From an optimization exercise on the open Yosys and OpenROAD flow, aimed at small area and a short achievable clock period; shortcuts taken in it are not production practice. RTL that was checked went through simulation tests only; none was proved equivalent to the original. Power is estimated from default activity; no workload was simulated.

## dsp_27x27u
module dsp_27x27u #(
    parameter LATENCY = 2,
    parameter AX_WIDTH = 27,
    parameter AY_WIDTH = 27,
    parameter RESULT_A_WIDTH = 54
) (
    input   clock,
    input   resetn,
    input   ivalid,
    input   iready,
    output  ovalid,
    output  oready,
    input [AX_WIDTH-1:0] ax,
    input [AY_WIDTH-1:0] ay,
    output [RESULT_A_WIDTH-1:0] resulta
);
Size: about 110 I/O pins, roughly 21,000 um2 of cells after synthesis.
Settings: LEC_CHECK=0, ABC_CLOCK_PERIOD_IN_PS=4000, CAP_MARGIN=20, CORE_MARGIN=2, CORE_UTILIZATION=40, SETUP_SLACK_MARGIN=5, SLEW_MARGIN=20, SYNTH_HIERARCHICAL=1, SYNTH_MINIMUM_KEEP_SIZE=0; clock period 8.5 ns.
run.sh (not shown) runs the stock make flow with config.mk's settings and CLKGATE_MAP_FILE= SYNTH_SCRIPT=/design/flow/synth_recipe.tcl, a recipe that flattens the netlist after the stock synthesis.
Edit:
--- a/flow/config.mk
+++ b/flow/config.mk
@@ -8 +7,0 @@
-export ABC_CLOCK_PERIOD_IN_PS = 4000
@@ -12 +10,0 @@
-export SETUP_SLACK_MARGIN = 5
Outcome: Count of clock-buffer cells in the layout drops by 1; register-to-register slack is worse by 380 ps; core utilization drops by 8.5 points.
No functional check of the RTL was part of any run of this note.

Another version of the RTL of dsp_27x27u (not shown whole).
For scale: about 2200 cells after synthesis, roughly 200 flip-flops, ~110 I/O pins.
Design dsp_27x27u, start of the top module:
module dsp_27x27u #(
    parameter LATENCY = 2,
    parameter AX_WIDTH = 27,
    parameter AY_WIDTH = 27,
    parameter RESULT_A_WIDTH = 54
) (
    input   clock,
    input   resetn,
    input   ivalid,
    input   iready,
    output  ovalid,
    output  oready,
    input [AX_WIDTH-1:0] ax,
    input [AY_WIDTH-1:0] ay,
    output [RESULT_A_WIDTH-1:0] resulta
);
    reg [26:0] xr;
    reg [28:0] x3r;
    reg [8:0] negr;
    reg [8:0] oner;
    reg [8:0] twor;
    reg [8:0] thrr;
    reg [8:0] fourr;
    reg ytop;
    reg [12:0] lowr;
    reg pr12;
    reg gr12;
    reg pr13;
    reg gr13;
    reg pr14;
    reg gr14;
    reg pr15;
    reg gr15;
    reg pr16;
    reg gr16;
    reg pr17;
    reg gr17;
    reg pr18;
    reg gr18;
    reg pr19;
    reg gr19;
    reg pr20;
    reg gr20;
    reg pr21;
    reg gr21;
    reg pr22;
    reg gr22;
    reg pr23;
    reg gr23;
    reg pr24;
    reg gr24;
    reg pr25;
    reg gr25;
    reg pr26;
    reg gr26;
    reg pr27;
    reg gr27;
    reg pr28;
    reg gr28;
    reg pr29;
    reg gr29;
    reg pr30;
    reg gr30;
    reg pr31;
    reg gr31;
    reg pr32;
    reg gr32;
    reg pr33;
    reg gr33;
    reg pr34;
    reg gr34;
    reg pr35;
    reg gr35;
    reg pr36;
    reg gr36;
    reg pr37;
    reg gr37;
    reg pr38;
    reg gr38;
    reg pr39;
  ...
Settings: LEC_CHECK=0, CAP_MARGIN=20, CORE_MARGIN=2, CORE_UTILIZATION=55, SETUP_SLACK_MARGIN=4.8, SLEW_MARGIN=20, SYNTH_HIERARCHICAL=1, SYNTH_MINIMUM_KEEP_SIZE=0, TNS_END_PERCENT=10; clock period 8.5 ns.
standard.sh (not shown) runs the stock make flow with config.mk's settings and CLKGATE_MAP_FILE= SYNTH_SCRIPT=/design/flow/synth_recipe.tcl, a recipe that flattens the netlist after the stock synthesis.
==> flow/flow/run.sh <==
#!/bin/bash
# The standard layout (standard.sh), except that the buffers on the ports are
# plain buffers (buf_2) rather than the delay cells the default picks.
# make's output goes to standard.log; each ORFS step keeps its own log under orfs/logs.
set -euo pipefail
bash standard.sh finish "BUFFER_PORTS_ARGS=-buffer_cell sky130_fd_sc_hd__buf_2" > standard.log 2>&1
Rerun with:
Settings changed: CORE_UTILIZATION 55 to 45, SETUP_SLACK_MARGIN 4.8 to 4.9, TNS_END_PERCENT 10 to 20.
Effect:
- combinational power climbs by about 1%
- via count drops by 0.90%
- final cell count climbs by 3.5%
- clock skew barely changes
- routed wire length climbs by 0.84%
- clock-buffer cell count climbs by 3
- area after synthesis stays the same
- utilization drops by 10 points
- cell area climbs by 1.8%

the previous run:
dsp_27x27u, a different RTL version from the one above (not shown whole).
Size in the first run: ~200 flip-flops, about 110 I/O pins, about 22,000 µm² of cells after synthesis.
==> flow/config.mk <==
export PLATFORM = sky130hd
export DESIGN_NAME = dsp_27x27u
export DESIGN_NICKNAME = dsp_27x27u
export VERILOG_FILES = /design/flow/design.v
export SDC_FILE = /design/flow/constraint.sdc
export NUM_CORES = 4
export LEC_CHECK = 0
export CAP_MARGIN = 20
export CORE_MARGIN = 2
export CORE_UTILIZATION = 45
export SETUP_SLACK_MARGIN = 5.0
export SLEW_MARGIN = 20
export SYNTH_HIERARCHICAL = 1
export SYNTH_MINIMUM_KEEP_SIZE = 0
export TNS_END_PERCENT = 5
==> flow/constraint.sdc <==
create_clock -name core_clock -period 8.5 [get_ports {clock}]
set_input_delay 1.7000 -clock core_clock [delete_from_list [all_inputs] [get_ports {clock}]]
set_output_delay 1.7000 -clock core_clock [all_outputs]
set_load 0.01 [all_outputs]
run.sh (not shown) runs the stock make flow with config.mk's settings and CLKGATE_MAP_FILE= SYNTH_SCRIPT=/design/flow/synth_recipe.tcl, a recipe that flattens the netlist after the stock synthesis.
Stock flow here: none of the scripts above is used.
The previous run ended with every stage complete and zero timing, DRC or antenna violations.
## Diff of input files: the current run against the previous run
diff --git a/flow/config.mk b/flow/config.mk
--- a/flow/config.mk
+++ b/flow/config.mk
@@ -10,2 +10,2 @@
-export CORE_UTILIZATION = 45
-export SETUP_SLACK_MARGIN = 5.0
+export CORE_UTILIZATION = 60
+export SETUP_SLACK_MARGIN = 4.8
@@ -15 +15 @@
-export TNS_END_PERCENT = 5
+export TNS_END_PERCENT = 10
### Flow results
- On met3 routed wirelength: the current run sits above the previous run.
- The current run against the previous run: number of cells on the critical path went up 2, signal arrival time at the worst endpoint roughly the same.
- The previous run → the current run: global-route usage has increased, vias after detailed routing moved up, number of global-route vias before repair increased by about 2.3% relative to the old numbers, final non-filler cell area decreased about 0.7%.
- Comparing the previous run and the current run, the higher share of layout cells above drive strength 1 was measured on the current run.
- The current run vs the previous run, clock period minus final worst setup slack went up by 13 ps.

dsp_27x27u with an RTL version that a note above also has.
Size in the first run: about 0.021 sq mm of cells after synthesis.
Settings: LEC_CHECK=0, CAP_MARGIN=20, CORE_MARGIN=2, CORE_UTILIZATION=45, SETUP_SLACK_MARGIN=4.8, SLEW_MARGIN=20, SYNTH_HIERARCHICAL=1, SYNTH_MINIMUM_KEEP_SIZE=0, TNS_END_PERCENT=10; clock period 8.5 ns.
standard.sh (not shown) runs the stock make flow with config.mk's settings and CLKGATE_MAP_FILE= SYNTH_SCRIPT=/design/flow/synth_recipe.tcl, a recipe that flattens the netlist after the stock synthesis.
Scripts as last shown in full above: flow/flow/run.sh
Rerun with:
- CORE_UTILIZATION: 45 -> 65
Sequential share of layout area goes up by 0.33 points; fmax is higher by 0.86%; synthesized area stays the same; final cell count drops by about 6.4%; core utilization increases by 22 points; non-clock buffer count falls by 19; final area shrinks by 2.0%; wire length came out lower by about 3.5%; power grows by 1.0%.

dsp_27x27u with an RTL version that a note above also has.
For scale: about 110 I/O pins, about 22000 sq um of cells after synthesis.
Design dsp_27x27u, start of the top module:
module dsp_27x27u #(
    parameter LATENCY = 2,
    parameter AX_WIDTH = 27,
    parameter AY_WIDTH = 27,
    parameter RESULT_A_WIDTH = 54
) (
    input   clock,
    input   resetn,
    input   ivalid,
    input   iready,
    output  ovalid,
    output  oready,
    input [AX_WIDTH-1:0] ax,
    input [AY_WIDTH-1:0] ay,
    output [RESULT_A_WIDTH-1:0] resulta
);
clock: 8.5 ns
lec_check: 0
cap_margin: 20
core_margin: 2
core_utilization: 45
setup_slack_margin: 4.8
slew_margin: 20
synth_hierarchical: 1
synth_minimum_keep_size: 0
tns_end_percent: 10
run.sh (not shown) runs the stock make flow with config.mk's settings and CLKGATE_MAP_FILE= SYNTH_SCRIPT=/design/flow/synth_recipe.tcl, a recipe that flattens the netlist after the stock synthesis.
Stock flow here: none of the scripts above is used.
Then changed:
==> flow/flow/run.sh (new file) <==
#!/bin/bash
# Standard layout, with each tool's output kept in a log here.
set -e
bash standard.sh > standard.log 2>&1
==> flow/standard.sh (new file) <==
#!/bin/bash
# synth_recipe.tcl (not shown) runs the flow's synth.tcl, then flattens the netlist and writes it again
# the make line also repeats each setting of config.mk as NAME=value (left out here)
make -C /OpenROAD-flow-scripts/flow DESIGN_CONFIG=/design/flow/config.mk WORK_HOME=/design/flow/orfs CLKGATE_MAP_FILE= SYNTH_SCRIPT=/design/flow/synth_recipe.tcl "${@:-finish}"
removed: flow/run.sh
Power is unchanged.
Worst setup slack stays the same.
Hold slack does not change.
Cell area is unchanged.
Then changed:
==> flow/flow/run.sh (replaced) <==
#!/bin/bash
# The standard layout (standard.sh), except that the buffers on the ports are
# plain buffers (buf_2) rather than the delay cells the default picks.
# make's output goes to standard.log; each ORFS step keeps its own log under orfs/logs.
set -euo pipefail
bash standard.sh finish "BUFFER_PORTS_ARGS=-buffer_cell sky130_fd_sc_hd__buf_2" > standard.log 2>&1
Outcome: The changed run finished clean. Worst hold slack is better by 0.13 ns. Total power shrinks by about 1.8%. Global-route usage shrinks by 0.26 points. Setup slack is better by 0.033 ns.

01-13:
RTL: one of the versions met above, not the one the previous note started from.
Size: roughly 21000 um2 of cells after synthesis.
export LEC_CHECK = 0
export ABC_CLOCK_PERIOD_IN_PS = 1200
export CAP_MARGIN = 20
export CORE_MARGIN = 2
export CORE_UTILIZATION = 40
export SETUP_SLACK_MARGIN = 4
export SLEW_MARGIN = 20
export SYNTH_HIERARCHICAL = 1
export SYNTH_MINIMUM_KEEP_SIZE = 0
create_clock -name core_clock -period 8.5 [get_ports {clock}]
Stock flow here: none of the scripts above is used.
Edits applied to the flow inputs when going from 01-13 to 07-12:
- a change of ABC_CLOCK_PERIOD_IN_PS from 1200 to 4000
--- outcome ---
- Any difference in non-clock buffer contribution to total cell area between 07-12 and 01-13 is small enough to ignore.
- Die area delta (01-13 -> 07-12): insignificant
- 01-13 and 07-12 ended up with nearly the same cell count.
- Diff 07-12..01-13 | number of signal-net buffers in the layout | unchanged
- Via count came out exactly the same in 01-13 and 07-12.
- As far as global-route wire length before repair goes, 07-12 and 01-13 are indistinguishable; the numbers are identical.
- Diff 07-12..01-13 | minimum setup slack after placement | unchanged
- Diff 01-13..07-12 | sequential share of layout area | unchanged
- There was hardly any difference in total of max-cap violations between 07-12 and 01-13.
- Reported for 01-13 and 07-12, half-perimeter wire length of the detailed placement result turned out identical to the last digit.
No run of this note included a check of the RTL's function; only the layout flow was run.

Another version of the RTL of dsp_27x27u (not shown whole).
Size in the first run: roughly 2,200 cells after synthesis, ~0.023 mm^2 of cells after synthesis.
// dsp_27x27u
module dsp_27x27u #(
    parameter LATENCY = 2,
    parameter AX_WIDTH = 27,
    parameter AY_WIDTH = 27,
    parameter RESULT_A_WIDTH = 54
) (
    input   clock,
    input   resetn,
    input   ivalid,
    input   iready,
    output  ovalid,
    output  oready,
    input [AX_WIDTH-1:0] ax,
    input [AY_WIDTH-1:0] ay,
    output [RESULT_A_WIDTH-1:0] resulta
);
    reg [26:0] xr;
    reg [28:0] x3r;
    reg [8:0] negr;
    reg [8:0] oner;
    reg [8:0] twor;
    reg [8:0] thrr;
    reg [8:0] fourr;
    reg ytop;
    reg [12:0] lowr;
    reg pr12;
    reg gr12;
    reg pr13;
    reg gr13;
    reg pr14;
    reg gr14;
    reg pr15;
    reg gr15;
    reg pr16;
    reg gr16;
    reg pr17;
    reg gr17;
    reg pr18;
    reg gr18;
    reg pr19;
    reg gr19;
    reg pr20;
    reg gr20;
    reg pr21;
    reg gr21;
    reg pr22;
    reg gr22;
    reg pr23;
    reg gr23;
    reg pr24;
    reg gr24;
    reg pr25;
    reg gr25;
    reg pr26;
    reg gr26;
    reg pr27;
    reg gr27;
    reg pr28;
    reg gr28;
    reg pr29;
    reg gr29;
    reg pr30;
    reg gr30;
    reg pr31;
    reg gr31;
    reg pr32;
    reg gr32;
    reg pr33;
    reg gr33;
    reg pr34;
    reg gr34;
    reg pr35;
    reg gr35;
    reg pr36;
    reg gr36;
    reg pr37;
    reg gr37;
    reg pr38;
    reg gr38;
    reg pr39;
    reg gr39;
    reg pr40;
    reg gr40;
    reg pr41;
    reg gr41;
    reg pr42;
    reg gr42;
    reg pr43;
    reg gr43;
    reg pr44;
    reg gr44;
    reg pr45;
    reg gr45;
    reg pr46;
    reg gr46;
    reg pr47;
    reg gr47;
    reg pr48;
    reg gr48;
    reg pr49;
    reg gr49;
    reg pr50;
    reg gr50;
    reg pr51;
    reg gr51;
    reg pr52;
    reg gr52;
    reg pr53;
    reg gr53;
    wire pp1;
    wire pp2;
    wire pp3;
    wire pp4;
    wire pp5;
    wire pp6;
    wire pp7;
    wire pp8;
    wire pp9;
    wire pp10;
    wire pp11;
  ...
Settings: LEC_CHECK=0, CAP_MARGIN=20, CORE_MARGIN=2, CORE_UTILIZATION=45, SETUP_SLACK_MARGIN=4.6, SLEW_MARGIN=20, SYNTH_HIERARCHICAL=1, SYNTH_MINIMUM_KEEP_SIZE=0; clock period 8.5 ns.
The first run produced a clean layout.
Then changed:
Settings changed: SETUP_SLACK_MARGIN 4.6 to 5.0.
Outcome: Worst hold slack got worse by 0.099 ns; die area is unchanged; clock skew stays flat; total power rises by 19%.
No run of this note included a check of the RTL's function; only the layout flow was run.

==> static timing again, ports no longer ideal <==
The flow's constraints put no driver on any port. The routed layouts listed below were extracted and timed again, unchanged, in two steps. Step 1, drivers: a clkbuf_16 drives clock and a buf_2 each remaining input, both assumed. Step 2 times the ports against the registers' clock, not the clock port: input delays grow and output delays shrink by t, the midpoint of the rising clock arrivals with the driver on. a / b / c = ideal ports / drivers / drivers and shift; a / b = the first two.
| run | t (ns) | slack for setup (ns) | worst setup path at the end | worst data-port slew with drivers (ns) | cell pins on the clock port's net |
|---|---|---|---|---|---|
| the first run of note 1 | 0.544 | 3.591 / 3.522 / 4.066 | register to output | 0.05 | 1 |
| the second run of note 1 | 0.528 | 2.230 / 2.172 / 2.700 | register to output | 0.04 | 1 |
| the first run of note 2 | 0.526 | 4.571 / 4.511 / 4.493 | input to register | 0.05 | 1 |
| the second run of note 2 | 0.526 | 4.560 / 4.506 / 4.626 | input to register | 0.05 | 1 |
| the previous run | 0.521 | 4.463 / 4.408 / 4.168 | input to register | 0.04 | 1 |
| the current run | 0.514 | 4.450 / 4.390 / 4.131 | input to register | 0.04 | 1 |
| the first run of note 4 | 0.525 | 4.512 / 4.454 / 4.559 | input to register | 0.04 | 1 |
| the second run of note 4 | 0.509 | 4.546 / 4.512 / 4.546 | register to register | 0.04 | 1 |
| the first run of note 5 | 0.522 | 4.488 / 4.433 / 4.155 | input to register | 0.04 | 1 |
| the second run of note 5 | 0.522 | 4.488 / 4.433 / 4.155 | input to register | 0.04 | 1 |
| the third run of note 5 | 0.524 | 4.521 / 4.464 / 4.254 | input to register | 0.04 | 1 |
| 01-13 | 0.531 | 3.523 / 3.462 / 3.993 | register to output | 0.04 | 1 |
| 07-12 | 0.531 | 3.523 / 3.462 / 3.993 | register to output | 0.04 | 1 |
| the first run of note 7 | 0.535 | 4.436 / 4.376 / 4.357 | input to register | 0.04 | 1 |
| the second run of note 7 | 0.525 | 4.463 / 4.409 / 4.541 | input to register | 0.04 | 1 |
After both steps every run listed still meets setup and hold.
